What follows belongs to an exercise in optimizing a design on an open flow for small area and a short achievable clock period; a production flow would make more cautious choices. In this exercise RTL edits were held to simulation tests only and were not proved equivalent to the original. No driver is modelled on the clock port, so clock power and skew are understated where the tree is cut down; a real chip needs a root buffer or a tree. Power is estimated from default activity; no workload was simulated.

v50:
Design FIFO, start of the top module:
module FIFO(
    input  wire clk,
    input  wire rstn,
    input  wire wr_en,
    input  wire rd_en,
    input  wire [7:0] data_in,
    output wire full,
    output wire empty,
    output wire [7:0] data_out
 );
    reg [7:0] mem [1:31];
    reg [4:0] tp;        
    reg [4:0] hp;        
    reg       ne_r;      
    reg       full_r;
    reg       one_r;     
    reg       le1_r;     
    reg [3:0] rlo_r;     
    reg [7:0] rhi_r;     
    reg [7:0] out_r;     
    wire empty_r = ~ne_r;
    wire w    = wr_en & ~full_r;
    wire r    = rd_en & ne_r;
    wire [4:0] tp1 = {tp[3:0], tp[4] ^ tp[2]};
    wire [4:0] hp1 = {hp[3:0], hp[4] ^ hp[2]};
    wire two  = (tp == hp1);                      
    wire n31  = (tp1 == hp);                      
    wire       one = one_r;
    wire       hp_inc, le1_nx, one_nx;
    fifo_ctl u_ctl (.wr(wr_en), .rd(rd_en), .e(empty_r), .f(full_r), .one(one),
                    .le1(le1_r), .le1_rd(one | two), .two(two),
                    .hp_inc(hp_inc), .le1_nx(le1_nx), .one_nx(one_nx));
    wire [4:0] hp_nx  = hp_inc ? hp1 : hp;
    wire [3:0] rlo_nx = {4{~le1_nx}} & (hp_inc ? (4'd1 << hp1[1:0]) : (4'd1 << hp[1:0]));
    wire [7:0] rhi_nx = hp_inc ? (8'd1 << hp1[4:2]) : (8'd1 << hp[4:2]);
    wire [31:0] wsel, rsel;
    wire [3:0] wlo_pre = {4{~full_r}} & (4'd1 << tp[1:0]);
    wire [7:0] whi     = 8'd1 << tp[4:2];
    wire [3:0] wlo;
    genvar k;
    generate for (k = 0; k < 4; k = k + 1) begin : wl
        fifo_and2 u (.a(wr_en), .b(wlo_pre[k]), .y(wlo[k]));
    end
    for (k = 1; k < 32; k = k + 1) begin : ws
        fifo_and2 u (.a(wlo[k % 4]), .b(whi[k / 4]), .y(wsel[k]));
    end endgenerate
    assign wsel[0] = 1'b0;
    fifo_and8x4 u_rdec (.lo(rlo_r), .hi(rhi_r), .y(rsel));
    wire [7:0] nhead;    
    wire       out_en = empty_r ? wr_en : rd_en;
    genvar b;
    generate for (b = 0; b < 8; b = b + 1) begin : bit_
        wire [30:0] d;
        for (k = 1; k < 32; k = k + 1) begin : sl
            assign d[k-1] = mem[k][b];
        end
        fifo_ao31 u_ao (.d(d), .s(rsel[31:1]), .din(data_in[b]), .sdin(le1_r),
                        .en(out_en), .q(out_r[b]), .y(nhead[b]));
    end endgenerate
  ...
Size: roughly 670 cells after synthesis, roughly 0.011 sq mm of cells after synthesis.
Settings: LEC_CHECK=0, CAP_MARGIN=20, CORE_MARGIN=2, CORE_UTILIZATION=50, SETUP_SLACK_MARGIN=3.17, SLEW_MARGIN=20, SYNTH_HIERARCHICAL=1; clock period 5.0 ns.
standard.sh (not shown) runs the stock make flow with config.mk's settings and CLKGATE_MAP_FILE= SYNTH_SCRIPT=/design/flow/synth_recipe.tcl, a recipe that flattens the netlist after the stock synthesis.
==> flow/flow/run.sh <==
#!/bin/bash
# The standard layout, with the clock tree built by flow/cts_pre.tcl in
# place of TritonCTS. make's output goes to standard.log; each ORFS step
# keeps its own log under orfs/logs.
set -euo pipefail
export PRE_CTS_TCL="$PWD/flow/cts_pre.tcl"
bash standard.sh PRE_CTS_TCL="$PRE_CTS_TCL" finish > standard.log 2>&1
Other scripts of this flow, unchanged in this note and not shown: flow/flow/clock_tree.tcl, flow/flow/cts_pre.tcl
The inputs of v9 differ from those of v50 as listed below.
- CORE_UTILIZATION now 40, was 50
- SETUP_SLACK_MARGIN now 3.25, was 3.17
## What came out
Per the comparison of v9 with v50, die area climbed 0.0055 sq mm, number of maximum-capacitance constraint violations barely changed.
Vias: v9 above v50
### v9 -> v57
- changing SETUP_SLACK_MARGIN from 3.25 to 3.17
Notes after the runs:
No stage failed in v57, and the final checks on the layout all came back clean.
v57 gives more global-route track usage on met2 than v9 did.
v57 reports a lower number of antenna violations at the first check in global routing than v9 does.
Min hold slack across v9 and v57: v9
Total power density per cell area grows slightly when moving from v9 to v57.
Share of cells above drive strength 1, v9 and v57, lower one = v57.
Compared with v9, in v57 share of total power consumed by net switching picked up an extra 0.34 points, total power lost about 1.4%.
No run of this note takes its clock network from TritonCTS; it comes from the design's own scripts or RTL.

* * *

## tundra
FIFO, a different RTL version from the one above (not shown whole).
Size in the first run: about 22 I/O pins, ~11000 um2 of cells after synthesis.
clock: 5.0 ns
lec_check: 0
cap_margin: 20
core_margin: 2
core_utilization: 40
setup_slack_margin: 3.25
slew_margin: 20
synth_hierarchical: 1
Scripts as last shown in full above: flow/flow/run.sh
Other scripts of this flow, unchanged in this note and not shown: flow/flow/clock_tree.tcl, flow/flow/cts_pre.tcl
The flow did not stop early for tundra: all stages ran, and the layout cleared the timing, DRC and antenna checks.
Input-level comparison between xenon and tundra:
diff --git a/flow/config.mk b/flow/config.mk
--- a/flow/config.mk
+++ b/flow/config.mk
@@ -9,5 +9,5 @@
 export CORE_MARGIN = 2
 export CORE_UTILIZATION = 40
-export SETUP_SLACK_MARGIN = 3.25
+export SETUP_SLACK_MARGIN = 3.17
 export SLEW_MARGIN = 20
 export SYNTH_HIERARCHICAL = 1
--- outcome ---
xenon vs tundra, combinational power went down by about 14%. For leakage power summed over all cells, dividing the value from xenon by the value from tundra gives 0.897. Per the comparison of xenon with tundra, data arrival time of the critical path did not really move; met3 track demand over resource saw an increase. The critical path's largest stage delay in xenon was lower than what tundra gave. Re row count: no difference whatsoever between tundra and xenon. xenon packs its core looser than tundra.
Setup changes, xenon to nickel
diff --git a/flow/config.mk b/flow/config.mk
--- a/flow/config.mk
+++ b/flow/config.mk
@@ -9,5 +9,5 @@
 export CORE_MARGIN = 2
 export CORE_UTILIZATION = 40
-export SETUP_SLACK_MARGIN = 3.17
+export SETUP_SLACK_MARGIN = 3.1
 export SLEW_MARGIN = 20
 export SYNTH_HIERARCHICAL = 1
==> notes.md <==
The final reports for nickel and xenon show highest attainable clock frequency lower in the former.
| global-route usage | lower: nickel |
Compared with xenon, nickel shows switching power of the nets lower by about 0.9%.
nickel gives less wire length than xenon did.
Number of vias after detailed routing went up slightly going from xenon to nickel.
As far as summed area of non-filler cells in the final layout is concerned, xenon and nickel perform about the same.
In every run of this note, the design's own scripts or RTL, not TritonCTS, make the clock network.

afterwards: timing with drivers on the ports:
How much do the figures lean on ideal ports? The routed layouts below were timed once more, with nothing changed but the port constraints.
Step 1 sets driving cells, clkbuf_16 on the clock port and buf_2 on the other inputs (assumed; they add their load-dependent delay and slew).
Step 2 moves the port delays by t, midway between the first and last clock arrival at a register: inputs arrive t later, outputs are due t later. That takes back most of the time a late clock gives input paths.
Slacks: ideal / step 1 / step 2; pairs: ideal / step 1.
run	shift t [ns]	slack for setup (ns)	worst setup path at the end	clock arrival spread, ns
v50	0.398	3.057 / 3.009 / 2.857	input to register	0.020 / 0.020
v9	0.400	3.104 / 3.000 / 2.912	input to register	0.024 / 0.023
v57	0.398	3.107 / 3.009 / 2.907	input to register	0.030 / 0.030
tundra	0.400	3.095 / 2.993 / 2.843	input to register	0.022 / 0.022
xenon	0.401	3.100 / 2.997 / 2.819	input to register	0.017 / 0.017
nickel	0.392	3.084 / 2.989 / 2.789	input to register	0.031 / 0.031
After both steps every run listed still meets setup and hold. The setup slack of nickel, which loses most, moves by -0.095 ns with the drivers and by -0.295 ns with both steps.
